Context: an optimization exercise on an open-source flow, tuned for small area and a short achievable clock period. The choices shown serve that exercise and are no tape-out recipe.
In this exercise RTL edits were held to simulation tests only and were not proved equivalent to the original.
No activity file was given, so power comes from the tool's default toggle rates.

`flow/extra.txt`:
```
SETUP_SLACK_MARGIN=6.2
TNS_END_PERCENT=10
```
`config.mk`:
```
export PLATFORM = sky130hd
export DESIGN_NAME = microprocessor
export DESIGN_NICKNAME = microprocessor
export VERILOG_FILES = /design/flow/design.v
export SDC_FILE = /design/flow/constraint.sdc
export NUM_CORES = 4
export LEC_CHECK = 0
export CAP_MARGIN = 20
export CORE_MARGIN = 2
export CORE_UTILIZATION = 40
export CTS_BUF_LIST = sky130_fd_sc_hd__clkbuf_8
export SETUP_SLACK_MARGIN = 5
export SLEW_MARGIN = 20
export SYNTH_HIERARCHICAL = 1
```
`design.v`:
```
`timescale 1ns / 1ps
module ALU(
	input wire [15:0] A,
	input wire [15:0] B,
	input wire [3:0] op,
	output wire [7:0] lo,
	output wire c8,
	output wire [7:0] hi0,
	output wire [7:0] hi1,
	output wire [15:0] logic_res,
	output wire neq
);
	wire sub = op[2];
	wire [15:0] x = A ^ {16{sub}};
	assign {c8, lo} = {1'b0, B[7:0]} + {1'b0, x[7:0]} + {8'd0, sub};
	assign hi0 = B[15:8] + x[15:8];
	assign hi1 = B[15:8] + x[15:8] + 8'd1;
	assign logic_res = op[0] ? (B | A) : (B & A);
	assign neq = (B != A);
endmodule
`timescale 1ns / 1ps
module program_counter(
	input wire [15:0] pc,
	input wire [15:0] instruction,
	input wire step,
	input wire clr,
	output wire [15:0] d_nt,
	output wire [15:0] d_br
);
	wire [15:0] pc_inc = pc + 16'd1;
	wire is_j = (instruction[15:12] == 4'd15);
	assign d_nt = clr ? 16'd0 : !step ? pc :
	              is_j ? {pc_inc[15:12], instruction[11:0]} : pc_inc;
	assign d_br = pc_inc + {{12{instruction[3]}}, instruction[3:0]};
endmodule
`timescale 1ns / 1ps
module register_file(
	input wire [255:0] R,
	input wire [3:0] addr,
	output wire [15:0] data
);
	assign data = R[16*addr +: 16];
endmodule
`timescale 1ns / 1ps
module microprocessor(
	input wire clk,
	input wire clr,
	input wire step,
	input wire [15:0] instruction,
	output wire [15:0] pc_out,
	output reg wb_en,
	output reg [3:0] wb_addr,
	output wire [15:0] wb_data,
	output reg st_en,
	output reg [1:0] st_addr,
	output reg [15:0] st_data
);
	wire [3:0] op = instruction[15:12];
	wire [3:0] ra = instruction[11:8];
	wire [3:0] rb = instruction[7:4];
	wire [3:0] rc = instruction[3:0];
	reg [255:0] R;           
	reg [63:0] M;            
	reg [7:0] q_lo, q_hi0, q_hi1;
	reg q_c8;
	reg [15:0] q_logic;
	reg q_lw, q_log, q_slt, q_taken;
	reg [1:0] q_laddr;
	reg [15:0] pc_nt, pc_br;
	genvar gi;
	wire [7:0] hi = q_c8 ? q_hi1 : q_hi0;
	wire [15:0] res = q_lw ? M[16*q_laddr +: 16] :
	                  q_log ? q_logic :
	                  q_slt ? {15'd0, hi[7]} : {hi, q_lo};
	assign wb_data = res;
	wire [15:0] pc = q_taken ? pc_br : pc_nt;
	assign pc_out = pc;
	wire [15:0] r_wdata = res & {16{~clr}};
	generate
		for (gi = 0; gi < 16; gi = gi + 1) begin : rf
			wire en = clr | (wb_en & (wb_addr == gi));
			always @(posedge clk)
				if (en) R[16*gi +: 16] <= r_wdata;
		end
	endgenerate
	wire [63:0] m_init = {16'd0, 16'd5, 16'd22, 16'd1};
	generate
		for (gi = 0; gi < 4; gi = gi + 1) begin : dm
			wire en = clr | (st_en & (st_addr == gi));
			always @(posedge clk)
				if (en) M[16*gi +: 16] <= clr ? m_init[16*gi +: 16] : st_data;
		end
	endgenerate
	wire [15:0] Ar, Br;
	register_file read_a (.R(R), .addr(ra), .data(Ar));
	register_file read_b (.R(R), .addr(rb), .data(Br));
	wire [15:0] A = (wb_en && wb_addr == ra) ? res : Ar;
	wire [15:0] B = (wb_en && wb_addr == rb) ? res : Br;
	wire [7:0] lo, hi0, hi1;
	wire c8, neq;
	wire [15:0] logic_res;
	ALU alu0 (.A(A), .B(B), .op(op), .lo(lo), .c8(c8), .hi0(hi0), .hi1(hi1),
	          .logic_res(logic_res), .neq(neq));
	wire is_lw = (op == 4'd8);
	wire wr = step & ((op[3:1] == 3'b000) | (op == 4'd2) | (op[3:1] == 3'b011) | is_lw);
	wire st = step & (op == 4'd10);
	wire [1:0] maddr = B[1:0] + rc[1:0];
	wire [15:0] d_nt, d_br;
	program_counter pc0 (.pc(pc), .instruction(instruction), .step(step), .clr(clr),
	                     .d_nt(d_nt), .d_br(d_br));
	always @(posedge clk) begin
		if (clr) begin
			wb_en <= 1'b0;
			st_en <= 1'b0;
			q_taken <= 1'b0;
		end else begin
			wb_en <= wr;
			st_en <= st;
			q_taken <= step & (op == 4'd14) & neq;
		end
		pc_nt <= d_nt;
		pc_br <= d_br;
		q_lo <= lo;
		q_c8 <= c8;
		q_hi0 <= hi0;
		q_hi1 <= hi1;
		q_logic <= logic_res;
		q_lw <= is_lw;
		q_log <= (op[3:1] == 3'b000);
		q_slt <= (op == 4'd7);
		q_laddr <= maddr;
		wb_addr <= is_lw ? rb : rc;
		st_addr <= maddr;
		st_data <= B;
	end
endmodule
```
`standard.sh`:
```
#!/bin/bash
# synth_recipe.tcl (not shown) runs the flow's synth.tcl, then flattens the netlist and writes it again
# the make line also repeats each setting of config.mk as NAME=value (left out here)
make -C /OpenROAD-flow-scripts/flow DESIGN_CONFIG=/design/flow/config.mk WORK_HOME=/design/flow/orfs CLKGATE_MAP_FILE= SYNTH_SCRIPT=/design/flow/synth_recipe.tcl "${@:-finish}"
```
`flow/run.sh`:
```
#!/bin/bash
# Own layout flow: the standard flow (standard.sh, the standard synthesis
# script and ORFS) with a few extra ORFS settings:
#  - the port buffers are sky130_fd_sc_hd__buf_4 instead of the resizer's default
#    choice (a slow delay cell);
#  - repair_timing aims for a larger setup margin.
# Each step's full output goes to a log file in the work folder.
set -euo pipefail
W=$(pwd)
X=("BUFFER_PORTS_ARGS=-buffer_cell sky130_fd_sc_hd__buf_4")
if [[ -f flow/extra.txt ]]; then
  while IFS= read -r line; do
    [[ -z "$line" || "$line" == \#* ]] && continue
    X+=("$line")
  done < flow/extra.txt
fi
printf '%s\n' "${X[@]}" > "$W/flow_settings.log"
bash standard.sh "${X[@]}" synth > "$W/flow_synth.log" 2>&1
bash standard.sh "${X[@]}" finish > "$W/flow_layout.log" 2>&1
test -f out/final.def
```
`constraint.sdc`:
```
create_clock -name core_clock -period 10.5 [get_ports {clk}]
set_input_delay 2.1000 -clock core_clock [delete_from_list [all_inputs] [get_ports {clk}]]
set_output_delay 2.1000 -clock core_clock [all_outputs]
set_load 0.01 [all_outputs]
```
==> impl_results.md, run 1 <==
* Main synth FF type: edfxtp_1
* First-pass GRT wire length at 83.1 mm
* Skew-Pair Late Insertion Delay at 640 ps
* Worst-path maximum fanout at 6
* Count of input and output buffers at 74
* Min cycle time layout at 4480 ps
* Crit. End Element: flop
* Synth top cells by count: edfxtp_1, mux4_2, dfxtp_1
* Cell family with most CP delay: multiplexers
* CP startpoint kind: input pin
* Vias per inst at 5.71
* Largest net degree at the start of global routing at 43
* Final Wtd Congestion at 0.796
* Post-Layout Inst Area at 24500 sq um
* Clock skew at 28.1 ps
* Largest stage delay, worst path at 500 ps
* Post-synth ARST share at 0%
* Routed wire length at 55.7 mm
* Via count at 12800
* Worst path slowest cell: mux4_2
* IO Pins at 75
* Total Neg Setup Slack at 0 ps
* Clock sink count at 421
* Worst VDD drop at 0.112 mV
* Initial DRT Pass Iterations at 7
* CTS tree: yes
* Fmax at 223 MHz
* Floorplan Core Area at 51300 sq um
* Share of cells above drive strength 1 at 33.8%
* Hold Violations, Final at 0
* Total chip power at 5.19 mW
* Htree depth at 3
* WHS at 550 ps
* Crit path cell chain: buf_16 > buf_16 > mux4_2 > a22oi_2 > nand2_2 > mux2_4 > xor2_1 > ha_1 > and3b_2 > a2111oi_4 > a31oi_1 > nand4_1 > xnor2_1
* GRT Total Usage at 21.0%
* Hold crit path type: reg -> reg
* CTS buffer count at 70
* Clk root buf: clkbuf_8
* WP buf/inv at 2
* Initial core utilization at 40.4%
* Setup Viol. Count Final at 0
* Synth Register Bits at 421
* Tcrit/Tclk final at 42.7%
* Critical path arrival at 5030 ps
* Yosys top cell area share at 46.3%
* Leading area contributor after synthesis: edfxtp_1
* Syn avg cell area at 15.1 sq um
* Status: complete, no violations
* Slew headroom at 35.6%
* DR iter-0 viols at 1210
* Placed Area at 22100 sq um
* Synth warn at 7
* DIE HEIGHT at 232 um
* Die W at 232 um
* Placed wire-length estimate at 33.3 mm
* Mapped Cells at 1369
* DRC at 0
* Total leakage power at 9.28 nW
* WS Path Type: in -> reg
* Clk slew on worst S/H paths at 60 ps
* Std-Cell Rows at 83
* DRT antenna net count at 0
* Routed length per instance at 24.8 um
* RSZ-0062 raised after global routing: yes
* Synth area leaders: edfxtp_1, mux4_2, dfxtp_1
* EDFF count, synth at 320
* Fin util at 47.7%
* Net Count, Synth at 1459
* Critical Path RT at 11050 ps
* Global route total overflow at 0
* Pwr dens at 212 nW/um^2
* Clock buffer depth at 3
* Area Growth Syn to Fin at 18.0%
* Seq/Total Area, Yosys at 56.1%
* Initial antenna violation count at 1
* Final number of max-transition violations at 0
* Die area at 53700 sq um
* Post-synthesis cell type count at 72
* Cell Area, Synth at 20700 sq um
* Worst path most repeated cell: buf_16
* Vias in the first global route at 13000
* Count leader, synth: edfxtp_1
* Least-Margin Pin Slew at 953 ps
* Nets at 1604
* Max cap viols at 0
==> final cells by class <==
| class | count | area [sq um] |
|---|---|---|
| inverters | 56 | 210 |
| clock buffers | 73 | 1000 |
| diodes | 1 | 2.50 |
| multi-input cells | 812 | 8840 |
| repair buffers | 153 | 1580 |
| well taps | 680 | 851 |
| flip-flops and latches | 421 | 11600 |
| clock inverters | 51 | 355 |
| fillers | 4430 | 26800 |
==> repair_timing <==
action / 4_1_cts / 5_1_grt
endpoints found under the hold margin: 0 / 0
setup endpoints to repair: 74 / 33
hold buffers: 0 / 0
pin swaps: 24 / 14
buffers inserted: 27 / 5
gates resized for setup: 93 / 21
cloned: 10 / 2
==> logic make-up after synthesis <==
group,synth area share (%)
buffers and inverters,3.23
muxes,20.1
and+or+nand+nor,6.03
AOI/OAI and AO/OA,6.96
adders and majority gates,4.39
DFF,56.1
xor gates and xnor gates,3.20
==> report_power, final <==
| part | switching (mW) | internal [mW] |
|---|---|---|
| logic | 0.734 | 0.671 |
| registers | 0.141 | 2.21 |
| clock network | 0.665 | 0.771 |
==> registers in the layout, summed over array words and instances, names as in the netlist <==
signal and cells:
st_data 16, q_lo 8, q_laddr 2, pc_br 16
q_hi1 8, q_c8 1, st_en 1, q_logic 16
q_taken 1, q_slt 1, wb_en 1, M 64
R 256, pc_nt 16, q_lw 1, q_hi0 8
q_log 1, wb_addr 4
==> modules after synthesis (local to each module, per instance) <==
module	copies in the design	cells	flip-flops and latches	cell area [sq um]
ALU	1	208	0	1640
microprocessor	1	679	421	13800
register_file	2	137	0	1930
program_counter	1	208	0	1440
==> cell usage in the layout (no fill, tap or decap), types with 22 or more instances in the layout <==
master    count
a21oi_1      22
a22oi_1      66
and2_1       23
buf_4       129
clkbuf_8     73
dfxtp_1      98
edfxtp_1    320
ha_1         63
inv_1        70
mux2_2       51
mux4_2      129
nand2_1      73
nor2_1       25
nor2b_1      26
xnor2_1      38
xor2_1       30
==> final timing paths <==
kind,cells after the start,start,slack (ps),to
hold reg to reg,1,st_data[1],550,M[17]
setup / recovery,13,instruction[8],6020,q_hi1[7]
hold / removal,1,st_data[1],550,M[17]
setup reg to reg,12,q_taken,6650,pc_br[15]
==> stage by stage <==
| step | setup slack (ps) | instances |
|---|---|---|
| after detailed placement | 4170 | 2078 |
| after global routing | 5920 | 2247 |
| after global placement | 4230 | 2078 |
| final | 6020 | 2247 |
| after CTS | 6050 | 2239 |
| after floorplan | 5610 | 1369 |
==> per-layer routing <==
metal	track usage [%]	part of all wire, %
met5	0	0
met4	6.31	2.1
met3	3.32	6.8
met2	35.3	50
met1	28.0	41
==> run 2, diff against run 1 <==
==> flow/extra.txt (replaced) <==
SETUP_SLACK_MARGIN=6.0
TNS_END_PERCENT=10
==> run 2 against run 1 <==
  * Die area did not move
  * Wire length fell by 1.5%
  * Clock skew rose by 6.0 ps
  * Sequential share of layout area rose by 1.1 points
  * Area after synthesis did not move
  * Critical endpoint is now q_c8
  * Largest cell class unchanged
  * Largest power group unchanged
  * Highest routed layer unchanged
==> impl_results.md, run 2 <==
* Die area at 53700 sq um (unchanged)
* Hold crit path type: reg -> reg (unchanged)
* Final number of max-transition violations at 0 (unchanged)
* GRT Total Usage at 20.8% (was 21.0%)
* Non-Filler Instances at 2211 (was 2247)
* RR Startpoint: q_taken (unchanged)
* Worst path slowest cell: mux4_1 (was mux4_2)
* IO Pins at 75 (unchanged)
* Seq/Total Area, Yosys at 56.1% (unchanged)
* CTS hold repair buffers at 0 (unchanged)
* Synth Register Bits at 421 (unchanged)
* DR iter-0 viols at 1070 (was 1210)
* Instance count on the critical path at 13 (unchanged)
* Fmax at 219 MHz (was 223 MHz)
* Worst-path maximum fanout at 9 (was 6)
* RSZ-0062 raised after global routing: yes (unchanged)
* Commonest non-fill, non-tap cells in the layout: edfxtp_1, mux4_2, buf_4, dfxtp_1 (unchanged)
* CTS buffer count at 69 (was 70)
* Biggest regs: R x256, M x64 (unchanged)
* Largest stage delay, worst path at 550 ps (was 500 ps)
* Dpl cells at 2077 (was 2078)
* Critical path arrival at 5070 ps (was 5030 ps)
* Hold Violations, Final at 0 (unchanged)
* GR Util met2 at 35.3% (about the same)
* Leading area contributor after synthesis: edfxtp_1 (unchanged)
* Filler instances at 4469 (was 4430)
* Total Neg Setup Slack at 0 ps (unchanged)
* Hold-critical path depth at 1 (unchanged)
* Initial DRT Pass Iterations at 6 (was 7)
* Area Growth Syn to Fin at 15.4% (was 18.0%)
* Gr busiest metal: met2 (unchanged)
* Htree depth at 3 (unchanged)
* Final Wtd Congestion at 0.857 (was 0.796)
* Synth warn at 7 (unchanged)
* Routed wire length at 54.9 mm (was 55.7 mm)
* Max cap viols at 0 (unchanged)
* DRC at 0 (unchanged)
* Post-synthesis cell type count at 72 (unchanged)
* Ant diodes at 0 (was 1)
* Global route total overflow at 0 (unchanged)
* Std-Cell Rows at 83 (unchanged)
* CP Launch Point: instruction[8] (unchanged)
* Synth area leaders: edfxtp_1, mux4_2, dfxtp_1 (unchanged)
* Via count at 12600 (was 12800)
* Clock sink count at 421 (unchanged)
* Tcrit/Tclk final at 43.4% (was 42.7%)
* Largest register by flop count: R (unchanged)
* Slew headroom at 26.9% (was 35.6%)
* Commonest non-fill, non-tap cell in the layout: edfxtp_1 (unchanged)
* Met1 usage at 26.9% (was 28.0%)
* Vias per inst at 5.69 (was 5.71)
* CTS tree: yes (unchanged)
* First-pass GRT wire length at 81.6 mm (was 83.1 mm)
* Net Count, Synth at 1459 (unchanged)
* Critical Path RT at 11010 ps (was 11050 ps)
* Cell family with most CP delay: multiplexers (unchanged)
* FF-to-FF path depth at 12 (unchanged)
* Clk slew on worst S/H paths at 60 ps (about the same)
* EDFF count, synth at 320 (unchanged)
* Setup Viol. Count Final at 0 (unchanged)
* Crit. End Element: flop (unchanged)
* Hold path startpoint: st_data[1] (unchanged)
* Share of cells above drive strength 1 at 29.8% (was 33.8%)
* Count leader, synth: edfxtp_1 (unchanged)
* Die W at 232 um (unchanged)
* Final setup margin at 5940 ps (was 6020 ps)
* DRT antenna net count at 0 (unchanged)
* Clk root buf: clkbuf_8 (unchanged)
* Skew-Pair Late Insertion Delay at 640 ps (about the same)
* Met3 global-route usage at 3.70% (was 3.32%)
* Crit path cell chain: buf_16 > buf_16 > mux4_1 > a22oi_1 > nand2_1 > mux2_2 > mux2_2 > fa_2 > a21o_1 > a21oi_2 > o21bai_1 > a21oi_2 > o21ai_1 (was buf_16 > buf_16 > mux4_2 > a22oi_2 > nand2_2 > mux2_4 > xor2_1 > ha_1 > and3b_2 > a2111oi_4 > a31oi_1 > nand4_1 > xnor2_1)
* Least-Margin Pin Slew at 1100 ps (was 953 ps)
* Initial core utilization at 40.4% (unchanged)
* Clock skew at 34.2 ps (was 28.1 ps)
* WS Path Type: in -> reg (unchanged)
* Status: complete, no violations (unchanged)
* Worst VDD drop at 0.0734 mV (was 0.112 mV)
* DIE HEIGHT at 232 um (unchanged)
* Cell Area, Synth at 20700 sq um (unchanged)
* CP startpoint kind: input pin (unchanged)
* Count of input and output buffers at 74 (unchanged)
* Yosys top cell area share at 46.3% (unchanged)
* Vias in the first global route at 12900 (was 13000)
* WP buf/inv at 2 (unchanged)
* Largest net degree at the start of global routing at 43 (unchanged)
* Total chip power at 4.98 mW (was 5.19 mW)
* Nets at 1574 (was 1604)
* Routed length per instance at 24.8 um (about the same)
* Placed wire-length estimate at 33.2 mm (was 33.3 mm)
* Post-synth ARST share at 0% (unchanged)
* Placement Setup Slack at 4180 ps (was 4170 ps)
* WHS at 549 ps (was 550 ps)
* Floorplan Core Area at 51300 sq um (unchanged)
* Clock buffer depth at 3 (unchanged)
* Pwr dens at 208 nW/um^2 (was 212 nW/um^2)
* Syn avg cell area at 15.1 sq um (unchanged)
* Synth top cells by count: edfxtp_1, mux4_2, dfxtp_1 (unchanged)
* Mapped Cells at 1369 (unchanged)
* Min cycle time layout at 4560 ps (was 4480 ps)
* Initial antenna violation count at 1 (unchanged)
* Total leakage power at 9.09 nW (was 9.28 nW)
* Main synth FF type: edfxtp_1 (unchanged)
* Max reg flops at 256 (unchanged)
## run 2: cell count changes in the layout (fill, tap and decap cells not counted), moves of 6 or more
cell and delta:
a22oi_1 +15, a22oi_2 -15, buf_4 -26, clkinv_1 -8, clkinv_2 -7, inv_1 +11
mux2_2 +8, mux2_4 -8, mux4_1 +7, mux4_2 -7, nand2_1 +6, nand2_2 -6
## run 2: kinds of logic after synthesis
| kind of cell | share of synthesized area (%) |
|---|---|
| adder cells (fa/ha/maj) | 4.39 |
| AND/OR/NAND/NOR | 6.03 |
| AO/OA/AOI/OAI | 6.96 |
| multiplexers | 20.1 |
| flip-flops | 56.1 |
| XOR/XNOR | 3.20 |
| buffers and inverters | 3.23 |
## run 2: where the power goes
part / switching, mW / internal [mW]
logic: 0.712 / 0.628
clock network: 0.638 / 0.654
registers: 0.141 / 2.21
## run 2: what timing repair did
action,4_1_cts,5_1_grt
cloned,9,1
setup endpoints to repair,50,34
resized for setup,48,18
pin swaps,5,2
buffers inserted,4,2
## run 2: path summary, 6_finish.rpt
path / endpoint / slack [ps]
worst max-delay path: q_c8 / 5940
worst min-delay path: M[17] / 550
worst max register to register: pc_br[15] / 6330
worst min register to register: M[17] / 550
## run 2: final cells by class
cell class                 instances  area, sq um  share of cell area (%)
sequential                       421        11600                    48.6
clock inverter                    43          188                   0.784
multi-input combinational        812         8730                    36.5
tap                              680          851                    3.55
timing repair buffer             124         1290                    5.41
inverter                          56          210                   0.878
clock buffer                      75         1030                    4.31
## run 2: worst register-to-register path: stages, from the launching register on
cell      delay, ps
dfxtp_1        1030
mux2_2          420
ha_1            330
and4_1          350
nand4_1         210
xnor2_1         250
ha_1            340
and3_1          220
nand3_1          90
o211ai_1         80
a31oi_1         360
o21ai_0         220
xnor2_1         160
## run 2: metal layers
metal | vias to the layer above | routed length [um]
met3 | 86 | 3560
li1 | 5615 | -
met5 | - | 0
met2 | 448 | 27400
met4 | 0 | 1290
met1 | 6430 | 22600
## run 2: modules after synthesis (local to each module, per instance)
module,cells,cell area [sq um],copies in the design
microprocessor,679,13800,1
program_counter,208,1440,1
ALU,208,1640,1
register_file,137,1930,2
## run 2: through the flow
step	cell area, sq um	util, %
after global routing	23900	46.7
after CTS	23800	46.4
final	23900	46.7
after detailed placement	22100	43.1
after global placement	22100	43.1
after floorplan	20900	-
==> run 3, diff against run 2 <==
==> flow/extra.txt (replaced) <==
SETUP_SLACK_MARGIN=6.0
==> run 3 against run 2 <==
  * Global-route usage fell by 0.24 points
  * Sequential share of layout area fell by 0.29 points
  * Final cell count rose by 0.81%
  * Clock power rose by 4%
  * Clock-buffer cell count fell by 2
  * Fmax rose by 1.3%
  * Wire length fell by 0.60%
  * Non-clock buffer count rose by 10
  * Clock skew fell by 12 ps
  * Critical path depth did not move
  * Critical endpoint is now q_hi1[7]
  * Largest power group unchanged
  * Die area did not move
==> impl_results.md, run 3 <==
* Status: complete, no violations (unchanged)
* Sw frac at 30.1% (was 29.9%)
* Gr busiest metal: met2 (unchanged)
* FF-to-FF path depth at 12 (unchanged)
* Final setup margin at 6000 ps (was 5940 ps)
* Global route total overflow at 0 (unchanged)
* Main synth FF type: edfxtp_1 (unchanged)
* Via count at 12600 (about the same)
* Share of cells above drive strength 1 at 31.5% (was 29.8%)
* Leading area contributor after synthesis: edfxtp_1 (unchanged)
* Routed length per instance at 24.5 um (was 24.8 um)
* Worst VDD drop at 0.0916 mV (was 0.0734 mV)
* Biggest regs: R x256, M x64 (unchanged)
* Htree depth at 3 (unchanged)
* Int Power at 3.52 mW (was 3.49 mW)
* Commonest non-fill, non-tap cell in the layout: edfxtp_1 (unchanged)
* Critical Path RT at 11070 ps (was 11010 ps)
* Mapped Cells at 1369 (unchanged)
* WHS at 590 ps (was 549 ps)
* CTS buffer count at 69 (unchanged)
* Count leader, synth: edfxtp_1 (unchanged)
* Hold-critical path depth at 1 (unchanged)
* Clock sink count at 421 (unchanged)
* Placement Setup Slack at 4160 ps (was 4180 ps)
* Largest register by flop count: R (unchanged)
* Vias in the first global route at 12500 (was 12900)
* Hold crit path type: reg -> reg (unchanged)
* Met3 global-route usage at 4.45% (was 3.70%)
* GR Util met2 at 33.4% (was 35.3%)
* DRC at 0 (unchanged)
* Synth Register Bits at 421 (unchanged)
* Sequential share of power at 46.4% (was 47.1%)
* Floorplan Core Area at 51300 sq um (unchanged)
* Fmax at 222 MHz (was 219 MHz)
* Commonest non-fill, non-tap cells in the layout: edfxtp_1, mux4_2, buf_4, dfxtp_1, inv_1 (was edfxtp_1, mux4_2, buf_4, dfxtp_1)
* Synth top cells by count: edfxtp_1, mux4_2, dfxtp_1 (unchanged)
* Met1 usage at 26.9% (about the same)
* Final number of max-transition violations at 0 (unchanged)
* Net Sw Power at 1.52 mW (was 1.49 mW)
* Placed Area at 22100 sq um (about the same)
* Max cap viols at 0 (unchanged)
* Hold Violations, Final at 0 (unchanged)
* Setup Viol. Count Final at 0 (unchanged)
* Count of input and output buffers at 74 (unchanged)
* Area Growth Syn to Fin at 16.1% (was 15.4%)
* Nets at 1584 (was 1574)
* Worst-path maximum fanout at 10 (was 9)
* GRT Total Usage at 20.5% (was 20.8%)
* Clk root buf: clkbuf_8 (unchanged)
* First-pass GRT wire length at 81.1 mm (was 81.6 mm)
* Pwr dens at 209 nW/um^2 (was 208 nW/um^2)
* Initial core utilization at 40.4% (unchanged)
* EDFF count, synth at 320 (unchanged)
* DRT antenna net count at 0 (unchanged)
* Post-synthesis cell type count at 72 (unchanged)
* WS Path Type: in -> reg (unchanged)
* Crit. End Element: flop (unchanged)
* Die W at 232 um (unchanged)
* Post-synth ARST share at 0% (unchanged)
* Syn avg cell area at 15.1 sq um (unchanged)
* Largest net degree at the start of global routing at 47 (was 43)
* Net Count, Synth at 1459 (unchanged)
* Logic pwr share at 27.0% (was 26.9%)
* Total Neg Setup Slack at 0 ps (unchanged)
* DR iter-0 viols at 1173 (was 1070)
* Cell Area, Synth at 20700 sq um (unchanged)
* Clock buffer depth at 3 (unchanged)
* Least-Margin Pin Slew at 951 ps (was 1100 ps)
* Die area at 53700 sq um (unchanged)
* DIE HEIGHT at 232 um (unchanged)
* Synth warn at 7 (unchanged)
* CTS tree: yes (unchanged)
* Clock skew at 21.7 ps (was 34.2 ps)
* Initial DRT Pass Iterations at 7 (was 6)
* Clock share of power at 26.6% (was 25.9%)
* Critical path arrival at 5070 ps (about the same)
* Slew headroom at 35.7% (was 26.9%)
* Placed wire-length estimate at 33.4 mm (was 33.2 mm)
* Total leakage power at 9.18 nW (was 9.09 nW)
* Post-Layout Inst Area at 24100 sq um (was 23900 sq um)
* RSZ-0062 raised after global routing: yes (unchanged)
* Seq/Total Area, Yosys at 56.1% (unchanged)
* Initial antenna violation count at 1 (unchanged)
* Yosys top cell area share at 46.3% (unchanged)
* Std-Cell Rows at 83 (unchanged)
* Vias per inst at 5.65 (was 5.69)
* IO Pins at 75 (unchanged)
* Clk slew on worst S/H paths at 60 ps (about the same)
* CP startpoint kind: input pin (unchanged)
* Skew-Pair Late Insertion Delay at 640 ps (about the same)
* Tcrit/Tclk final at 42.8% (was 43.4%)
* CTS hold repair buffers at 0 (unchanged)
* Max reg flops at 256 (unchanged)
* Synth area leaders: edfxtp_1, mux4_2, dfxtp_1 (unchanged)
* Routed wire length at 54.5 mm (was 54.9 mm)
* Min cycle time layout at 4500 ps (was 4560 ps)
* Final Wtd Congestion at 0.785 (was 0.857)
## run 3: cell counts after synthesis
No cell type changed its count.
## run 3: metrics by stage
step           cells  utilization, %  power (mW)
3_5_place_dp    2079            43.1        3.63
4_1_cts         2222            46.6        5.04
6_report        2229            46.9        5.04
5_1_grt         2229            46.9        5.30
3_3_place_gp    2079            43.1        3.60
2_1_floorplan   1369               -        3.20
## run 3: cell families (layout without fill, tap and decap cells)
logic type,count (synthesis),in the layout,share of synthesized area [%]
AND/OR/NAND/NOR,235,235,6.03
flip-flops,421,421,56.1
buffers and inverters,136,315,3.23
multiplexers,222,222,20.1
other,0,1,0
AO/OA/AOI/OAI,209,209,6.96
adder cells (fa/ha/maj),71,71,4.39
XOR/XNOR,75,75,3.20
## run 3: modules after synthesis (local to each module, per instance)
| module | cell area (sq um) | times used | flops+latches |
|---|---|---|---|
| microprocessor | 13800 | 1 | 421 |
| program_counter | 1440 | 1 | 0 |
| ALU | 1640 | 1 | 0 |
| register_file | 1930 | 2 | 0 |
## run 3: cell type report
type | instances | area, sq um
Fill cell | 4431 | 27200
Inverter | 56 | 210
Antenna cell | 1 | 2.50
Multi-Input combinational cell | 812 | 8770
Tap cell | 680 | 851
Clock buffer | 73 | 1000
Timing Repair Buffer | 134 | 1340
Clock inverter | 52 | 270
Sequential cell | 421 | 11600
## run 3: path summary, 6_finish.rpt
kind | from | endpoint | slack (ps)
setup / recovery | instruction[8] | q_hi1[7] | 6000
hold / removal | st_data[1] | M[17] | 590
setup reg to reg | q_taken | pc_br[15] | 6750
hold reg to reg | st_data[1] | M[17] | 590
## run 3: worst max-delay path: stages
cell	delay [ps]
buf_16	130
buf_16	170
mux4_1	550
a22oi_1	210
nand2_1	130
mux2_4	310
xor2_1	200
ha_4	360
and2b_4	200
a2111oi_4	340
a31oi_1	120
nand4_1	120
xnor2_1	120
## run 3: timing repair
action                     CTS  global route
cloned                       6             2
pin swaps                    5             8
setup endpoints to repair   40            21
buffers inserted            12             4
resized for setup           52            25
## run 3: power groups by stage
stage | logic [mW] | registers (mW) | clock network, mW
floorplan | 0.886 | 2.32 | 0
detailed placement | 1.26 | 2.37 | 0
finish | 1.36 | 2.34 | 1.34
global route | 1.48 | 2.37 | 1.44
CTS | 1.33 | 2.34 | 1.38
global placement | 1.25 | 2.35 | 0
## run 3: layer usage
layer  up-vias  wire length, um
met3       115             4020
met5         -                0
met4         0             1570
met1      6334            22300
met2       485            26600
li1       5652                -
==> run 4, diff against run 3 <==
--- a/config.mk
+++ b/config.mk
@@ -9,3 +9,3 @@
 export CORE_MARGIN = 2
-export CORE_UTILIZATION = 40
+export CORE_UTILIZATION = 50
 export CTS_BUF_LIST = sky130_fd_sc_hd__clkbuf_8
==> run 4 against run 3 <==
  * Still clean on timing, DRC and antenna
  * Sequential power is essentially flat
  * Critical path depth did not move
  * Clock power hardly changed
  * Core utilization increased by 12 points
  * Final cell count is 6.3% lower
  * Setup slack worse by 58 ps
  * Sequential cell count stayed put
  * Hold slack worse by 34 ps
  * First-iteration DRC count shrank 4.2%
  * Combinational power grew 5%
  * Critical path type unchanged
  * Largest power group unchanged
  * Highest routed layer unchanged
==> impl_results.md, run 4 <==
* Yosys top cell area share at 46.3% (unchanged)
* Area Growth Syn to Fin at 16.8% (was 16.1%)
* Multi-input gate area at 8940 sq um (was 8770 sq um)
* Critical path arrival at 5090 ps (was 5070 ps)
* Largest net degree at the start of global routing at 43 (was 47)
* Register area at 11600 sq um (unchanged)
* Total Neg Setup Slack at 0 ps (unchanged)
* Post-Layout Inst Area at 24200 sq um (was 24100 sq um)
* IO Pins at 75 (unchanged)
* Final Wtd Congestion at 0.807 (was 0.785)
* Via count at 12600 (about the same)
* Initial DRT Pass Iterations at 5 (was 7)
* Die W at 208 um (was 232 um)
* Cell Area, Synth at 20700 sq um (unchanged)
* EDFF count, synth at 320 (unchanged)
* Clock buffer depth at 3 (unchanged)
* Routed length per instance at 26.1 um (was 24.5 um)
* Least-Margin Pin Slew at 1080 ps (was 951 ps)
* Ant diodes at 0 (was 1)
* Crit. End Element: flop (unchanged)
* Synth top cells by count: edfxtp_1, mux4_2, dfxtp_1 (unchanged)
* Synth warn at 7 (unchanged)
* Critical Path RT at 11040 ps (was 11070 ps)
* Global route total overflow at 0 (unchanged)
* Vias per inst at 6.03 (was 5.65)
* Htree depth at 3 (unchanged)
* Hold crit path type: reg -> reg (unchanged)
* Synth area leaders: edfxtp_1, mux4_2, dfxtp_1 (unchanged)
* RSZ-0062 raised after global routing: yes (unchanged)
* Synth Register Bits at 421 (unchanged)
* Die area at 43100 sq um (was 53700 sq um)
* Share of cells above drive strength 1 at 32.5% (was 31.5%)
* Post-synth ARST share at 0% (unchanged)
* Filler instances at 3204 (was 4431)
* Tcrit/Tclk final at 43.4% (was 42.8%)
* CTS tree: yes (unchanged)
* Clock skew at 43.9 ps (was 21.7 ps)
* DRT antenna net count at 0 (unchanged)
* Syn avg cell area at 15.1 sq um (unchanged)
* DRC at 0 (unchanged)
* CP startpoint kind: input pin (unchanged)
* Sequential share of power at 45.8% (was 46.4%)
* Placed wire-length estimate at 32.8 mm (was 33.4 mm)
* Commonest non-fill, non-tap cells in the layout: edfxtp_1, mux4_2, buf_4, dfxtp_1, inv_1 (unchanged)
* DIE HEIGHT at 208 um (was 232 um)
* Biggest regs: R x256, M x64 (unchanged)
* Nets at 1590 (was 1584)
* Int Power at 3.56 mW (was 3.52 mW)
* Std-Cell Rows at 74 (was 83)
* Setup Viol. Count Final at 0 (unchanged)
* Largest register by flop count: R (unchanged)
* Main synth FF type: edfxtp_1 (unchanged)
* Max reg flops at 256 (unchanged)
* Seq/Total Area, Yosys at 56.1% (unchanged)
* Net Count, Synth at 1459 (unchanged)
* Final setup margin at 5940 ps (was 6000 ps)
* Clk slew on worst S/H paths at 60 ps (about the same)
* Commonest non-fill, non-tap cell in the layout: edfxtp_1 (unchanged)
* CTS buffer count at 70 (was 69)
* Min cycle time layout at 4560 ps (was 4500 ps)
* Count of input and output buffers at 74 (unchanged)
* Logic pwr share at 28.1% (was 27.0%)
* WS Path Type: in -> reg (unchanged)
* Total leakage power at 9.26 nW (was 9.18 nW)
* Hold Violations, Final at 0 (unchanged)
* GRT Total Usage at 25.2% (was 20.5%)
* Pwr dens at 211 nW/um^2 (was 209 nW/um^2)
* Initial core utilization at 50.7% (was 40.4%)
* Final number of max-transition violations at 0 (unchanged)
* First-pass GRT wire length at 80.3 mm (was 81.1 mm)
* Initial antenna violation count at 0 (was 1)
* Worst-path maximum fanout at 6 (was 10)
* Sw frac at 30.1% (about the same)
* Leading area contributor after synthesis: edfxtp_1 (unchanged)
* Clk root buf: clkbuf_8 (unchanged)
* Placement Setup Slack at 4180 ps (was 4160 ps)
* Net Sw Power at 1.54 mW (was 1.52 mW)
* Placed Area at 21900 sq um (was 22100 sq um)
* Status: complete, no violations (unchanged)
* Count leader, synth: edfxtp_1 (unchanged)
* Mapped Cells at 1369 (unchanged)
* Max cap viols at 0 (unchanged)
* Vias in the first global route at 12700 (was 12500)
* Routed wire length at 54.6 mm (was 54.5 mm)
* Clock share of power at 26.2% (was 26.6%)
* CTS hold repair buffers at 0 (unchanged)
* Post-synthesis cell type count at 72 (unchanged)
* Worst VDD drop at 0.0854 mV (was 0.0916 mV)
* Floorplan Core Area at 40900 sq um (was 51300 sq um)
* Fmax at 220 MHz (was 222 MHz)
* Skew-Pair Late Insertion Delay at 630 ps (was 640 ps)
* DR iter-0 viols at 1124 (was 1173)
* Slew headroom at 28.0% (was 35.7%)
* Clock sink count at 421 (unchanged)
run 4: cell counts after synthesis:
Identical to the previous run, type by type.
run 4: power by group through the flow:
stage               combinational, mW  sequential [mW]  clock (mW)
CTS                              1.34             2.33        1.37
floorplan                       0.886             2.32           0
global route                     1.55             2.37        1.44
global placement                 1.26             2.35           0
finish                           1.43             2.33        1.33
detailed placement               1.27             2.37           0
run 4: logic make-up (layout without fill, tap and decap cells):
logic type	after synthesis	in the layout	synth area share (%)
fa+ha+maj	71	71	4.39
buf+inv	136	323	3.23
mux	222	222	20.1
compound gates	209	209	6.96
xor+xnor	75	75	3.20
simple gates	235	235	6.03
flops	421	421	56.1
run 4: final timing paths:
kind              slack (ps)  cells after the start         to      startpoint
hold / removal           560                      1      M[17]      st_data[1]
setup reg to reg        6430                     12  pc_br[15]         q_taken
hold reg to reg          560                      1      M[17]      st_data[1]
setup / recovery        5940                     13   q_hi1[7]  instruction[8]
run 4: Yosys stat by module (local to each module, per instance):
module           cell area, sq um  times used  cells  flops+latches
microprocessor              13800           1    679            421
register_file                1930           2    137              0
ALU                          1640           1    208              0
program_counter              1440           1    208              0
run 4: critical path, stage by stage:
cell	delay (ps)
buf_16	140
buf_4	190
mux4_2	500
a22oi_1	200
nand2_1	80
mux2_2	310
xor2_2	200
ha_1	350
a21o_1	210
or3_1	340
o22ai_2	130
xnor2_1	180
xnor2_1	140
run 4: per-stage QoR:
stage / utilization, % / total power, mW / hold WS, ps / cells
floorplan: - / 3.20 / 578 / 1369
global placement: 53.6 / 3.61 / 535 / 1923
detailed placement: 53.6 / 3.64 / 536 / 1924
CTS: 58.1 / 5.05 / 555 / 2066
global route: 59.2 / 5.36 / 580 / 2088
finish: 59.2 / 5.10 / 556 / 2088
run 4: layout make-up:
cell class,count,share of cell area [%]
clock inverters,51,0.977
inverters,56,0.868
clock buffers,77,4.38
flip-flops and latches,421,48.1
repair buffers,139,6.06
well taps,532,2.75
multi-input cells,812,36.9
run 4: routing by layer:
metal  up-vias  track usage, %  share of wire (%)  wire [um]
met2       529            41.4                 48      26400
li1       5650               -                  -          -
met4         0            8.63                2.9       1570
met1      6332            33.7                 41      22400
met3        89            5.07                7.8       4250
met5         -               0                  0          0
run 4: what timing repair did:
item / CTS / global route
gates resized for setup: 63 / 41
gates cloned: 8 / 3
endpoints found under the setup margin: 42 / 25
pin swaps: 9 / 29
buffers inserted: 6 / 19
==> run 5, diff against run 4 <==
--- a/config.mk
+++ b/config.mk
@@ -9,4 +9,4 @@
 export CORE_MARGIN = 2
-export CORE_UTILIZATION = 50
-export CTS_BUF_LIST = sky130_fd_sc_hd__clkbuf_8
+export CORE_UTILIZATION = 40
+export CTS_BUF_LIST = sky130_fd_sc_hd__clkbuf_4
 export SETUP_SLACK_MARGIN = 5
==> run 5 against run 4 <==
  * Hold slack improved by 24 ps
  * Sequential power barely moved
  * Design area decreased by 0.18%
  * Sequential share of layout area increased by 0.10 points
  * Critical path type unchanged
  * Non-clock buffer count down 13
  * Register-to-register slack better by 310 ps
  * Wire length increased by 0.33%
  * Fmax increased by 0.46%
==> impl_results.md, run 5 <==
* Status: complete, no violations (unchanged)
* Pwr dens at 213 nW/um^2 (was 211 nW/um^2)
* Worst path slowest cell: mux4_2 (unchanged)
* Total Neg Setup Slack at 0 ps (unchanged)
* Total leakage power at 9.21 nW (was 9.26 nW)
* Synth top cells by count: edfxtp_1, mux4_2, dfxtp_1 (unchanged)
* Routed length per instance at 23.9 um (was 26.1 um)
* Largest register by flop count: R (unchanged)
* Cell Area, Synth at 20700 sq um (unchanged)
* CTS tree: yes (unchanged)
* Largest net degree at the start of global routing at 47 (was 43)
* Setup Viol. Count Final at 0 (unchanged)
* EDFF count, synth at 320 (unchanged)
* Critical path arrival at 5230 ps (was 5090 ps)
* Worst-path maximum fanout at 19 (was 6)
* Share of cells above drive strength 1 at 34.4% (was 32.5%)
* Clock sink count at 421 (unchanged)
* Synth Register Bits at 421 (unchanged)
* Count of input and output buffers at 74 (unchanged)
* Final number of max-transition violations at 0 (unchanged)
* Seq/Total Area, Yosys at 56.1% (unchanged)
* Max cap viols at 0 (unchanged)
* Main synth FF type: edfxtp_1 (unchanged)
* Commonest non-fill, non-tap cells in the layout: edfxtp_1, clkbuf_4, mux4_2, buf_4, dfxtp_1 (was edfxtp_1, mux4_2, buf_4, dfxtp_1, inv_1)
* Hold crit path type: reg -> reg (unchanged)
* Leading area contributor after synthesis: edfxtp_1 (unchanged)
* Post-synth ARST share at 0% (unchanged)
* Via count at 12800 (was 12600)
* Clk slew on worst S/H paths at 70 ps (was 60 ps)
* Crit path cell chain: buf_16 > buf_16 > mux4_2 > a22oi_1 > nand2_1 > mux2_2 > xor2_1 > ha_1 > a21o_1 > or3_1 > o22ai_2 > xnor2_1 > xnor2_1 (was buf_16 > buf_4 > mux4_2 > a22oi_1 > nand2_1 > mux2_2 > xor2_2 > ha_1 > a21o_1 > or3_1 > o22ai_2 > xnor2_1 > xnor2_1)
* RSZ-0062 raised after global routing: yes (unchanged)
* Yosys top cell area share at 46.3% (unchanged)
* Biggest regs: R x256, M x64 (unchanged)
* Least-Margin Pin Slew at 889 ps (was 1080 ps)
* Final Wtd Congestion at 0.785 (was 0.807)
* Synth area leaders: edfxtp_1, mux4_2, dfxtp_1 (unchanged)
* GRT Total Usage at 20.4% (was 25.2%)
* DRT antenna net count at 0 (unchanged)
* Filler instances at 4479 (was 3204)
* Initial core utilization at 40.4% (was 50.7%)
* Die W at 232 um (was 208 um)
* Total chip power at 5.14 mW (was 5.10 mW)
* Htree depth at 3 (unchanged)
* Slew headroom at 40.0% (was 28.0%)
* Nets at 1612 (was 1590)
* Clk root buf: clkbuf_4 (was clkbuf_8)
* First-pass GRT wire length at 81.0 mm (was 80.3 mm)
* Post-synthesis cell type count at 72 (unchanged)
* Net Count, Synth at 1459 (unchanged)
* CP startpoint kind: input pin (unchanged)
* Placed wire-length estimate at 33.4 mm (was 32.8 mm)
* Skew-Pair Late Insertion Delay at 850 ps (was 630 ps)
* Worst VDD drop at 0.0748 mV (was 0.0854 mV)
* Vias in the first global route at 12900 (was 12700)
* Hold Violations, Final at 0 (unchanged)
* Max reg flops at 256 (unchanged)
* Clock skew at 44.1 ps (was 43.9 ps)
* Die area at 53700 sq um (was 43100 sq um)
* Mapped Cells at 1369 (unchanged)
* IO Pins at 75 (unchanged)
* WS Path Type: in -> reg (unchanged)
* Routed wire length at 54.8 mm (was 54.6 mm)
* Floorplan Core Area at 51300 sq um (was 40900 sq um)
* CTS buffer count at 105 (was 70)
* Tcrit/Tclk final at 43.2% (was 43.4%)
* Clock buffer depth at 3 (unchanged)
* Commonest non-fill, non-tap cell in the layout: edfxtp_1 (unchanged)
* DR iter-0 viols at 1089 (was 1124)
* DRC at 0 (unchanged)
* Vias per inst at 5.60 (was 6.03)
* Initial DRT Pass Iterations at 5 (unchanged)
* Global route total overflow at 0 (unchanged)
* DIE HEIGHT at 232 um (was 208 um)
* Synth warn at 7 (unchanged)
* Largest stage delay, worst path at 510 ps (was 500 ps)
* Crit. End Element: flop (unchanged)
* Critical Path RT at 11200 ps (was 11040 ps)
* Std-Cell Rows at 83 (was 74)
* Min cycle time layout at 4530 ps (was 4560 ps)
* Count leader, synth: edfxtp_1 (unchanged)
* Syn avg cell area at 15.1 sq um (unchanged)
* Fmax at 221 MHz (was 220 MHz)
* WHS at 580 ps (was 556 ps)
* Initial antenna violation count at 2 (was 0)
* Area Growth Syn to Fin at 16.6% (was 16.8%)
## run 5: cell types whose count changed in the layout (fill, tap and decap cells not counted), sizes merged
cell,change
clkinvlp,-2
inv,-26
clkinv,+24
bufinv,+4
clkbuf,+68
buf,-11
diode,+1
bufbuf,-2
## run 5: critical path, delay by kind of cell
family                     cells  cell delay (ps)
AOI/OAI and AO/OA              3              560
adders and majority gates      1              380
and+or+nand+nor                2              490
buffers and inverters          2              400
xor gates and xnor gates       3              460
muxes                          2              840
## run 5: worst paths after layout
| path | start | endpoint | slack [ps] | cells after the start |
|---|---|---|---|---|
| worst max-delay path | instruction[8] | q_hi1[7] | 5970 | 13 |
| worst min-delay path | st_data[0] | M[0] | 580 | 1 |
| worst max register to register | q_taken | pc_br[15] | 6740 | 12 |
| worst min register to register | st_data[0] | M[0] | 580 | 1 |
## run 5: power by group
part	internal (mW)	total [mW]	switching (mW)
clock	0.744	1.42	0.677
sequential	2.20	2.34	0.132
combinational	0.651	1.39	0.734
## run 5: timing repair
action / in CTS / in global routing
resized for setup: 62 / 27
setup buffers: 3 / 6
hold buffers: 0 / 0
gates cloned: 4 / 3
endpoints found under the hold margin: 0 / 0
pin swaps: 0 / 4
endpoints found under the setup margin: 55 / 23
## run 5: final cells by class
cell class | instances | area, sq um | area share (%)
well taps | 680 | 851 | 3.52
inverters | 56 | 210 | 0.870
diodes | 1 | 2.50 | 0.0104
multi-input cells | 812 | 8810 | 36.5
repair buffers | 126 | 1250 | 5.16
clock inverters | 51 | 318 | 1.31
clock buffers | 145 | 1090 | 4.50
flip-flops and latches | 421 | 11600 | 48.2
## run 5: logic make-up after synthesis
family,count (synthesis),share of synthesized area (%)
AOI/OAI and AO/OA,209,6.96
adders and majority gates,71,4.39
DFF,421,56.1
buffers and inverters,136,3.23
xor gates and xnor gates,75,3.20
and+or+nand+nor,235,6.03
muxes,222,20.1
## run 5: layer usage
layer	track usage [%]	wire length [um]	up-vias
met5	0	0	-
met4	7.69	1570	0
met3	4.32	3770	111
met2	33.6	26800	489
met1	26.7	22600	6464
li1	-	-	5768
## run 5: stage by stage
step / std cells / util (%) / worst slack, ps / cell area, sq um
2_1_floorplan: 1369 / - / 5610 / 20900
3_3_place_gp: 2079 / 43.1 / 4230 / 22100
3_5_place_dp: 2079 / 43.1 / 4160 / 22100
4_1_cts: 2282 / 46.6 / 5890 / 23900
5_1_grt: 2292 / 47.1 / 5850 / 24200
6_report: 2292 / 47.1 / 5970 / 24200
## run 5: Yosys stat by module, one instance, submodules excluded
module	flops+latches	copies in the design	cells	area (sq um)
register_file	0	2	137	1930
program_counter	0	1	208	1440
ALU	0	1	208	1640
microprocessor	421	1	679	13800
==> run 6, diff against run 5 <==
==> flow/extra.txt (replaced) <==
SETUP_SLACK_MARGIN=5.8
--- a/config.mk
+++ b/config.mk
@@ -10,3 +10,3 @@
 export CORE_UTILIZATION = 40
-export CTS_BUF_LIST = sky130_fd_sc_hd__clkbuf_4
+export CTS_BUF_LIST = sky130_fd_sc_hd__clkbuf_8
 export SETUP_SLACK_MARGIN = 5
==> run 6 against run 5 <==
  * Still clean on timing, DRC and antenna
  * Register-to-register slack worse by 480 ps
  * Hold slack worse by 3.7 ps
  * Sequential share of layout area barely moved
  * First-iteration DRC count is 1.2% higher
  * Area after synthesis unchanged
  * Design area hardly changed
  * Critical endpoint is now q_hi1[5]
  * Largest cell class unchanged
==> impl_results.md, run 6 <==
* Status: complete, no violations (unchanged)
* DRT antenna net count at 0 (unchanged)
* Placement Setup Slack at 4100 ps (was 4160 ps)
* Largest net degree at the start of global routing at 67 (was 47)
* Synth warn at 7 (unchanged)
* Fmax at 215 MHz (was 221 MHz)
* Vias per inst at 5.66 (was 5.60)
* Worst-path maximum fanout at 42 (was 19)
* EDFF count, synth at 320 (unchanged)
* Mapped Cells at 1369 (unchanged)
* Commonest non-fill, non-tap cell in the layout: edfxtp_1 (unchanged)
* Pwr dens at 212 nW/um^2 (was 213 nW/um^2)
* Cell Area, Synth at 20700 sq um (unchanged)
* Clk slew on worst S/H paths at 60 ps (was 70 ps)
* Tcrit/Tclk final at 44.3% (was 43.2%)
* IO Pins at 75 (unchanged)
* Final Wtd Congestion at 0.804 (was 0.785)
* Syn avg cell area at 15.1 sq um (unchanged)
* Initial antenna violation count at 2 (unchanged)
* Setup Viol. Count Final at 0 (unchanged)
* Floorplan Core Area at 51300 sq um (unchanged)
* Min cycle time layout at 4650 ps (was 4530 ps)
* Share of cells above drive strength 1 at 31.1% (was 34.4%)
* Hold-critical path depth at 1 (unchanged)
* Biggest regs: R x256, M x64 (unchanged)
* Slew headroom at 34.1% (was 40.0%)
* CTS tree: yes (unchanged)
* Yosys top cell area share at 46.3% (unchanged)
* Net Count, Synth at 1459 (unchanged)
* Initial DRT Pass Iterations at 5 (unchanged)
* Total leakage power at 9.21 nW (about the same)
* Synth top cells by count: edfxtp_1, mux4_2, dfxtp_1 (unchanged)
* Critical Path RT at 11000 ps (was 11200 ps)
* WS Path Type: in -> reg (unchanged)
* CP startpoint kind: input pin (unchanged)
* Critical path arrival at 5150 ps (was 5230 ps)
* Std-Cell Rows at 83 (unchanged)
* Clock skew at 32.1 ps (was 44.1 ps)
* FF-to-FF path depth at 12 (unchanged)
* Htree depth at 3 (unchanged)
* DR iter-0 viols at 1102 (was 1089)
* RSZ-0062 raised after global routing: yes (unchanged)
* Max reg flops at 256 (unchanged)
* Seq/Total Area, Yosys at 56.1% (unchanged)
* Post-synthesis cell type count at 72 (unchanged)
* GRT Total Usage at 20.2% (was 20.4%)
* CTS hold repair buffers at 0 (unchanged)
* Area Growth Syn to Fin at 16.6% (about the same)
* Clock sink count at 421 (unchanged)
* Synth area leaders: edfxtp_1, mux4_2, dfxtp_1 (unchanged)
* Nets at 1592 (was 1612)
* Hold crit path type: reg -> reg (unchanged)
* Die area at 53700 sq um (unchanged)
* Routed wire length at 54.4 mm (was 54.8 mm)
* Least-Margin Pin Slew at 987 ps (was 889 ps)
* Total Neg Setup Slack at 0 ps (unchanged)
* Initial core utilization at 40.4% (unchanged)
* Leading area contributor after synthesis: edfxtp_1 (unchanged)
* Final setup margin at 5850 ps (was 5970 ps)
* First-pass GRT wire length at 80.4 mm (was 81.0 mm)
* Placed wire-length estimate at 34.2 mm (was 33.4 mm)
* DRC at 0 (unchanged)
* Commonest non-fill, non-tap cells in the layout: edfxtp_1, mux4_2, buf_4, dfxtp_1, inv_1 (was edfxtp_1, clkbuf_4, mux4_2, buf_4, dfxtp_1)
* Die W at 232 um (unchanged)
* Dpl cells at 2078 (was 2079)
* CTS buffer count at 71 (was 105)
* Count of input and output buffers at 74 (unchanged)
* Main synth FF type: edfxtp_1 (unchanged)
* WHS at 576 ps (was 580 ps)
* DIE HEIGHT at 232 um (unchanged)
* Vias in the first global route at 12900 (about the same)
* Synth Register Bits at 421 (unchanged)
* Final number of max-transition violations at 0 (unchanged)
* Count leader, synth: edfxtp_1 (unchanged)
* Worst VDD drop at 0.0870 mV (was 0.0748 mV)
* Global route total overflow at 0 (unchanged)
* Fin util at 47.1% (about the same)
* Crit. End Element: flop (unchanged)
* Post-synth ARST share at 0% (unchanged)
* Non-Filler Instances at 2238 (was 2292)
* Largest register by flop count: R (unchanged)
* Skew-Pair Late Insertion Delay at 650 ps (was 850 ps)
* Clk root buf: clkbuf_8 (was clkbuf_4)
* Clock buffer depth at 3 (unchanged)
* Max cap viols at 0 (unchanged)
* Routed length per instance at 24.3 um (was 23.9 um)
* Via count at 12700 (was 12800)
* Hold Violations, Final at 0 (unchanged)
[run 6: metrics by stage]
stage,area [sq um],power (mW)
2_1_floorplan,20900,3.20
3_3_place_gp,22100,3.60
3_5_place_dp,22100,3.64
4_1_cts,23800,5.12
5_1_grt,24200,5.39
6_report,24200,5.13
[run 6: critical path, cell delays in order]
cell and delay (ps):
buf_6 260, buf_16 290, mux4_2 360, a22oi_1 300, nand2_1 100, mux2_2 310
ha_2 220, fa_2 420, nand3_2 120, nand2_1 90, xor2_2 250, nand3b_1 140
xnor2_1 150
[run 6: per-layer routing]
layer,track usage [%],share of wire (%),up-vias
met5,0,0,-
met4,7.81,2.3,0
met3,3.15,6.0,83
met2,34.3,50,455
met1,26.1,41,6462
li1,-,-,5668
[run 6: modules after synthesis, one instance, submodules excluded]
| module | cell area, sq um | flops+latches | copies in the design | cells |
|---|---|---|---|---|
| register_file | 1930 | 0 | 2 | 137 |
| program_counter | 1440 | 0 | 1 | 208 |
| microprocessor | 13800 | 421 | 1 | 679 |
| ALU | 1640 | 0 | 1 | 208 |
[run 6: final timing paths]
check / startpoint / to / slack [ps]
worst max-delay path: instruction[5] / q_hi1[5] / 5850
worst min-delay path: st_data[1] / M[17] / 580
worst max register to register: q_taken / pc_br[15] / 6260
worst min register to register: st_data[1] / M[17] / 580
[run 6: timing repair]
action | CTS | global route
endpoints found under the hold margin | 0 | 0
pin swaps | 0 | 7
gates cloned | 3 | 4
buffers inserted | 5 | 19
resized for setup | 29 | 35
endpoints found under the setup margin | 40 | 15
[run 6: cells by family (layout without fill, tap and decap cells)]
group	Yosys count	after routing	synth area share, %
buf+inv	136	324	3.23
xor+xnor	75	75	3.20
compound gates	209	209	6.96
simple gates	235	235	6.03
flops	421	421	56.1
other cells	0	1	0
mux	222	222	20.1
fa+ha+maj	71	71	4.39
[run 6: cell type report]
cell class                 count  area [sq um]
fill                        4484         27100
sequential                   421         11600
multi-input combinational    812          8740
timing repair buffer         140          1340
clock buffer                  79          1090
tap                          680           851
clock inverter                49           314
inverter                      56           210
antenna                        1          2.50
[run 6: power by group]
part	switching (mW)	internal, mW
combinational	0.713	0.625
clock	0.657	0.789
sequential	0.140	2.21
==> run 7, diff against run 6 <==
==> flow/extra.txt (replaced) <==
SETUP_SLACK_MARGIN=6.1
==> run 7 against run 6 <==
  * Area after synthesis unchanged
  * Non-clock buffer count up 31
  * Hold slack lost 11 ps
  * Largest cell class unchanged
  * Sequential share of layout area shrank 0.96 points
  * Highest routed layer unchanged
  * Wire length grew 1.7%
  * Synthesized cell count unchanged
  * Global-route usage grew 0.48 points
  * First-iteration DRC count fell by 1.3%
  * Via count up 1.4%
  * Clock skew is 8.4 ps higher
  * Largest power group unchanged
  * Register-to-register slack gained 440 ps
  * Fmax is 4.4% higher
  * Still clean on timing, DRC and antenna
==> impl_results.md, run 7 <==
* Status: complete, no violations (unchanged)
* EDFF count, synth at 320 (unchanged)
* IO Pins at 75 (unchanged)
* Worst VDD drop at 0.0948 mV (was 0.0870 mV)
* Vias per inst at 5.67 (was 5.66)
* Routed wire length at 55.3 mm (was 54.4 mm)
* Tcrit/Tclk final at 42.4% (was 44.3%)
* Post-synthesis cell type count at 72 (unchanged)
* Nets at 1623 (was 1592)
* Total chip power at 5.14 mW (was 5.13 mW)
* Initial core utilization at 40.4% (unchanged)
* Pwr dens at 208 nW/um^2 (was 212 nW/um^2)
* Clock skew at 40.5 ps (was 32.1 ps)
* DIE HEIGHT at 232 um (unchanged)
* Die area at 53700 sq um (unchanged)
* Critical path arrival at 4980 ps (was 5150 ps)
* Crit. End Element: flop (unchanged)
* Min cycle time layout at 4450 ps (was 4650 ps)
* Share of cells above drive strength 1 at 34.2% (was 31.1%)
* Worst-path maximum fanout at 6 (was 42)
* Via count at 12900 (was 12700)
* Max cap viols at 0 (unchanged)
* WS Path Type: in -> reg (unchanged)
* Sw frac at 30.0% (was 29.4%)
* Net Count, Synth at 1459 (unchanged)
* Main synth FF type: edfxtp_1 (unchanged)
* Final number of max-transition violations at 0 (unchanged)
* Total Neg Setup Slack at 0 ps (unchanged)
* Clk slew on worst S/H paths at 60 ps (about the same)
* Commonest non-fill, non-tap cells in the layout: edfxtp_1, buf_4, mux4_2, dfxtp_1, inv_1 (was edfxtp_1, mux4_2, buf_4, dfxtp_1, inv_1)
* Ant diodes at 0 (was 1)
* Final Wtd Congestion at 0.828 (was 0.804)
* Die W at 232 um (unchanged)
* Clock sink count at 421 (unchanged)
* Register area at 11600 sq um (about the same)
* Synth area leaders: edfxtp_1, mux4_2, dfxtp_1 (unchanged)
* Fmax at 225 MHz (was 215 MHz)
* CTS hold repair buffers at 0 (unchanged)
* Biggest regs: R x256, M x64 (unchanged)
* CTS buffer count at 71 (unchanged)
* Vias in the first global route at 12900 (about the same)
* Post-synth ARST share at 0% (unchanged)
* Largest register by flop count: R (unchanged)
* Clk root buf: clkbuf_8 (unchanged)
* Synth top cells by count: edfxtp_1, mux4_2, dfxtp_1 (unchanged)
* Setup Viol. Count Final at 0 (unchanged)
* DRC at 0 (unchanged)
* Total leakage power at 9.43 nW (was 9.21 nW)
* Logic pwr share at 27.8% (was 26.1%)
* Least-Margin Pin Slew at 844 ps (was 987 ps)
* Area Growth Syn to Fin at 19.1% (was 16.6%)
* Synth warn at 7 (unchanged)
* Routed length per instance at 24.4 um (was 24.3 um)
* Initial DRT Pass Iterations at 5 (unchanged)
* Hold crit path type: reg -> reg (unchanged)
* Sequential share of power at 45.8% (was 45.7%)
* DRT antenna net count at 0 (unchanged)
* Filler instances at 4423 (was 4484)
* Clock buffer depth at 3 (unchanged)
* Hold Violations, Final at 0 (unchanged)
* Seq/Total Area, Yosys at 56.1% (unchanged)
* RSZ-0062 raised after global routing: yes (unchanged)
* Int Power at 3.59 mW (was 3.62 mW)
* Count of input and output buffers at 74 (unchanged)
* Global route total overflow at 0 (unchanged)
* Slew headroom at 43.7% (was 34.1%)
* Largest net degree at the start of global routing at 43 (was 67)
* Mapped Cells at 1369 (unchanged)
* Multi-input gate area at 8910 sq um (was 8740 sq um)
* Syn avg cell area at 15.1 sq um (unchanged)
* Commonest non-fill, non-tap cell in the layout: edfxtp_1 (unchanged)
* First-pass GRT wire length at 81.7 mm (was 80.4 mm)
* Initial antenna violation count at 0 (was 2)
* CTS tree: yes (unchanged)
* Htree depth at 3 (unchanged)
* CP startpoint kind: input pin (unchanged)
* Clock share of power at 26.4% (was 28.2%)
* Cell Area, Synth at 20700 sq um (unchanged)
* GRT Total Usage at 20.7% (was 20.2%)
* Placed wire-length estimate at 33.5 mm (was 34.2 mm)
* Net Sw Power at 1.54 mW (was 1.51 mW)
* Skew-Pair Late Insertion Delay at 640 ps (was 650 ps)
* Critical Path RT at 11030 ps (was 11000 ps)
* DR iter-0 viols at 1088 (was 1102)
* Leading area contributor after synthesis: edfxtp_1 (unchanged)
* Count leader, synth: edfxtp_1 (unchanged)
* Floorplan Core Area at 51300 sq um (unchanged)
* Max reg flops at 256 (unchanged)
* Std-Cell Rows at 83 (unchanged)
* Synth Register Bits at 421 (unchanged)
* Yosys top cell area share at 46.3% (unchanged)
[run 7: path summary, 6_finish.rpt]
kind,start,endpoint,depth (start not counted),slack [ps]
hold reg to reg,st_data[4],M[20],1,570
setup / recovery,instruction[8],q_hi1[6],13,6050
hold / removal,st_data[4],M[20],1,570
setup reg to reg,q_taken,pc_br[15],12,6700
[run 7: kinds of logic (layout without fill, tap and decap cells)]
kind of cell	Yosys count	count (layout)	share of synthesized area, %
AOI/OAI and AO/OA	209	209	6.96
xor gates and xnor gates	75	75	3.20
adders and majority gates	71	71	4.39
buffers and inverters	136	355	3.23
DFF	421	421	56.1
muxes	222	222	20.1
and+or+nand+nor	235	235	6.03
[run 7: critical path: stages]
cell and delay [ps]:
buf_16 130, buf_12 110, buf_16 120, mux4_2 500
a22oi_1 140, nand2_1 140, mux2_4 320, xor2_2 190
ha_4 320, and2b_4 190, a2111oi_4 350, nand3_1 180
xnor2_1 160
[run 7: metal layers]
metal  wire (um)  vias to the layer above  global-route usage, %
met5           0                        -                      0
met1       22700                     6613                   26.7
met2       27600                      429                   34.6
met3        3570                       97                   4.33
li1            -                     5712                      -
met4        1420                        0                   7.37
[run 7: timing repair]
item                                    4_1_cts  5_1_grt
gates cloned                                 11        1
resized for setup                            88       29
endpoints found under the setup margin       69       21
pin swaps                                    24       24
setup buffers                                36       10
[run 7: cell type report]
class                      count  area share [%]
multi-input combinational    812            36.1
sequential                   421            47.1
clock buffer                  77            4.29
tap                          680            3.45
clock inverter                51           0.973
inverter                      56           0.851
timing repair buffer         171            7.21
[run 7: modules after synthesis (local to each module, per instance)]
module	copies in the design	cell area, sq um
ALU	1	1640
microprocessor	1	13800
program_counter	1	1440
register_file	2	1930
[run 7: power by group through the flow]
stage                     clock network, mW  logic [mW]  registers, mW
after floorplan                           0       0.887           2.32
after global placement                    0        1.24           2.36
after detailed placement                  0        1.26           2.38
after CTS                              1.39        1.38           2.35
after global routing                   1.46        1.54           2.39
final                                  1.36        1.43           2.35
[run 7: per-stage QoR]
stage | setup slack, ps | utilization, % | instance area, sq um | hold WS [ps] | instances
after floorplan | 5610 | - | 20900 | 578 | 1369
after detailed placement | 4160 | 43.2 | 22200 | 550 | 2082
after global routing | 5950 | 48.1 | 24700 | 608 | 2268
final | 6050 | 48.1 | 24700 | 566 | 2268
after CTS | 6090 | 47.7 | 24500 | 565 | 2257
after global placement | 4220 | 43.2 | 22200 | 546 | 2082
==> run 8, diff against run 7 <==
==> flow/extra.txt (replaced) <==
SETUP_SLACK_MARGIN=6.4
TNS_END_PERCENT=10
==> run 8 against run 7 <==
  * Wire length grew 0.14%
  * Critical path depth is the same
  * Final cell count down 0.97%
  * Clock skew fell by 8.5 ps
  * Setup slack got worse by 60 ps
  * Hold slack got worse by 16 ps
  * Sequential share of layout area grew 0.48 points
  * Synthesized cell count did not move
  * Combinational power hardly changed
  * Clock-buffer cell count decreased by 4
  * Highest routed layer unchanged
  * Area after synthesis stayed put
  * Core utilization decreased by 0.50 points
==> impl_results.md, run 8 <==
* Global route total overflow at 0 (unchanged)
* Share of cells above drive strength 1 at 33.6% (was 34.2%)
* Largest register by flop count: R (unchanged)
* Synth area leaders: edfxtp_1, mux4_2, dfxtp_1 (unchanged)
* Post-synth ARST share at 0% (unchanged)
* Nets at 1602 (was 1623)
* WS Path Type: in -> reg (unchanged)
* Die area at 53700 sq um (unchanged)
* Initial core utilization at 40.4% (unchanged)
* Htree depth at 3 (unchanged)
* Logic pwr share at 27.2% (was 27.8%)
* First-pass GRT wire length at 83.3 mm (was 81.7 mm)
* Slew headroom at 34.4% (was 43.7%)
* RSZ-0062 raised after global routing: yes (unchanged)
* Commonest non-fill, non-tap cells in the layout: edfxtp_1, mux4_2, buf_4, dfxtp_1 (was edfxtp_1, buf_4, mux4_2, dfxtp_1, inv_1)
* Std-Cell Rows at 83 (unchanged)
* Reg2Reg Capture Point: pc_br[15] (unchanged)
* Min cycle time layout at 4510 ps (was 4450 ps)
* Critical Path RT at 11020 ps (was 11030 ps)
* Synth top cells by count: edfxtp_1, mux4_2, dfxtp_1 (unchanged)
* Least-Margin Pin Slew at 970 ps (was 844 ps)
* DIE HEIGHT at 232 um (unchanged)
* IO Pins at 75 (unchanged)
* Final number of max-transition violations at 0 (unchanged)
* Clk slew on worst S/H paths at 60 ps (about the same)
* Main synth FF type: edfxtp_1 (unchanged)
* Clock buffer depth at 3 (unchanged)
* Max cap viols at 0 (unchanged)
* Status: complete, no violations (unchanged)
* WHS at 550 ps (was 566 ps)
* Worst-path maximum fanout at 10 (was 6)
* Clk root buf: clkbuf_8 (unchanged)
* Skew-Pair Late Insertion Delay at 640 ps (about the same)
* Synth warn at 7 (unchanged)
* Initial antenna violation count at 1 (was 0)
* CTS hold repair buffers at 0 (unchanged)
* Int Power at 3.65 mW (was 3.59 mW)
* CTS buffer count at 70 (was 71)
* Hold-critical path depth at 1 (unchanged)
* CP startpoint kind: input pin (unchanged)
* Setup Viol. Count Final at 0 (unchanged)
* Clock sink count at 421 (unchanged)
* Yosys top cell area share at 46.3% (unchanged)
* Sw frac at 29.6% (was 30.0%)
* Worst VDD drop at 0.109 mV (was 0.0948 mV)
* Synth Register Bits at 421 (unchanged)
* DRC at 0 (unchanged)
* Tcrit/Tclk final at 43.0% (was 42.4%)
* Max reg flops at 256 (unchanged)
run 8: cell counts after synthesis:
No cell type changed its count.
run 8: how the worst max path moves through the flow:
stage / from / endpoint / slack [ps] / cells past startpoint
after CTS: q_log / wb_data[11] / 6070 / 5
after detailed placement: instruction[8] / q_hi1[6] / 4170 / 12
final: instruction[8] / q_taken / 5990 / 13
after global routing: instruction[8] / q_hi1[7] / 5920 / 13
after global placement: instruction[4] / q_c8 / 4230 / 13
after floorplan: instruction[8] / q_hi1[7] / 5610 / 13
run 8: per-layer routing:
layer	track usage [%]	wire length, um	vias up
met1	28.0	23000	6560
li1	-	-	5678
met4	6.41	1120	0
met5	0	0	-
met2	35.4	27700	453
met3	3.32	3540	76
run 8: critical path, stage by stage:
cell and delay (ps):
buf_16 140, buf_16 160, buf_4 150, buf_4 130
mux4_2 490, a22oi_1 270, nand2_1 200, mux2_2 340
inv_1 70, ha_1 250, nor4_2 350, nand4_1 140
and4_1 210
run 8: cell families after synthesis:
| family | after synthesis | share of synthesized area (%) |
|---|---|---|
| mux | 222 | 20.1 |
| fa+ha+maj | 71 | 4.39 |
| buf+inv | 136 | 3.23 |
| xor+xnor | 75 | 3.20 |
| simple gates | 235 | 6.03 |
| compound gates | 209 | 6.96 |
| flops | 421 | 56.1 |
run 8: per-module statistics from Yosys (local to each module, per instance):
module           cells inside  area (sq um)  copies in the design  flops+latches
microprocessor            679         13800                     1            421
register_file             137          1930                     2              0
ALU                       208          1640                     1              0
program_counter           208          1440                     1              0
run 8: area by class of cell:
type | count | area (sq um) | area share [%]
Clock inverter | 51 | 355 | 1.45
Inverter | 56 | 210 | 0.860
Timing Repair Buffer | 151 | 1530 | 6.27
Clock buffer | 73 | 1000 | 4.11
Tap cell | 680 | 851 | 3.48
Antenna cell | 2 | 5.00 | 0.0205
Sequential cell | 421 | 11600 | 47.6
Multi-Input combinational cell | 812 | 8840 | 36.2
run 8: repair_timing:
item / in CTS / in global routing
gates resized for setup: 107 / 10
endpoints found under the setup margin: 84 / 45
buffers inserted: 27 / 5
gates cloned: 10 / 0
pin swaps: 35 / 7
run 8: power by group through the flow:
| stage | Combinational (mW) | Clock, mW | Sequential [mW] |
|---|---|---|---|
| CTS | 1.40 | 1.47 | 2.35 |
| global placement | 1.24 | 0 | 2.36 |
| floorplan | 0.882 | 0 | 2.32 |
| detailed placement | 1.25 | 0 | 2.38 |
| global route | 1.53 | 1.53 | 2.38 |
| finish | 1.41 | 1.44 | 2.35 |
run 8: through the flow:
stage,util [%],instances,instance area [sq um],total power [mW],setup slack [ps]
finish,47.6,2246,24400,5.19,5990
global route,47.6,2245,24400,5.45,5920
CTS,47.5,2239,24400,5.21,6070
detailed placement,43.1,2078,22100,3.63,4170
global placement,43.1,2078,22100,3.60,4230
floorplan,-,1369,20900,3.20,5610

Setup slack of run 8, layout unchanged: 5.990 ns with ideal ports, 5.773 ns with driving cells assumed (clock clkbuf_16, inputs buf_2), 5.091 ns with port delays also shifted by the 0.682 ns mid clock arrival.
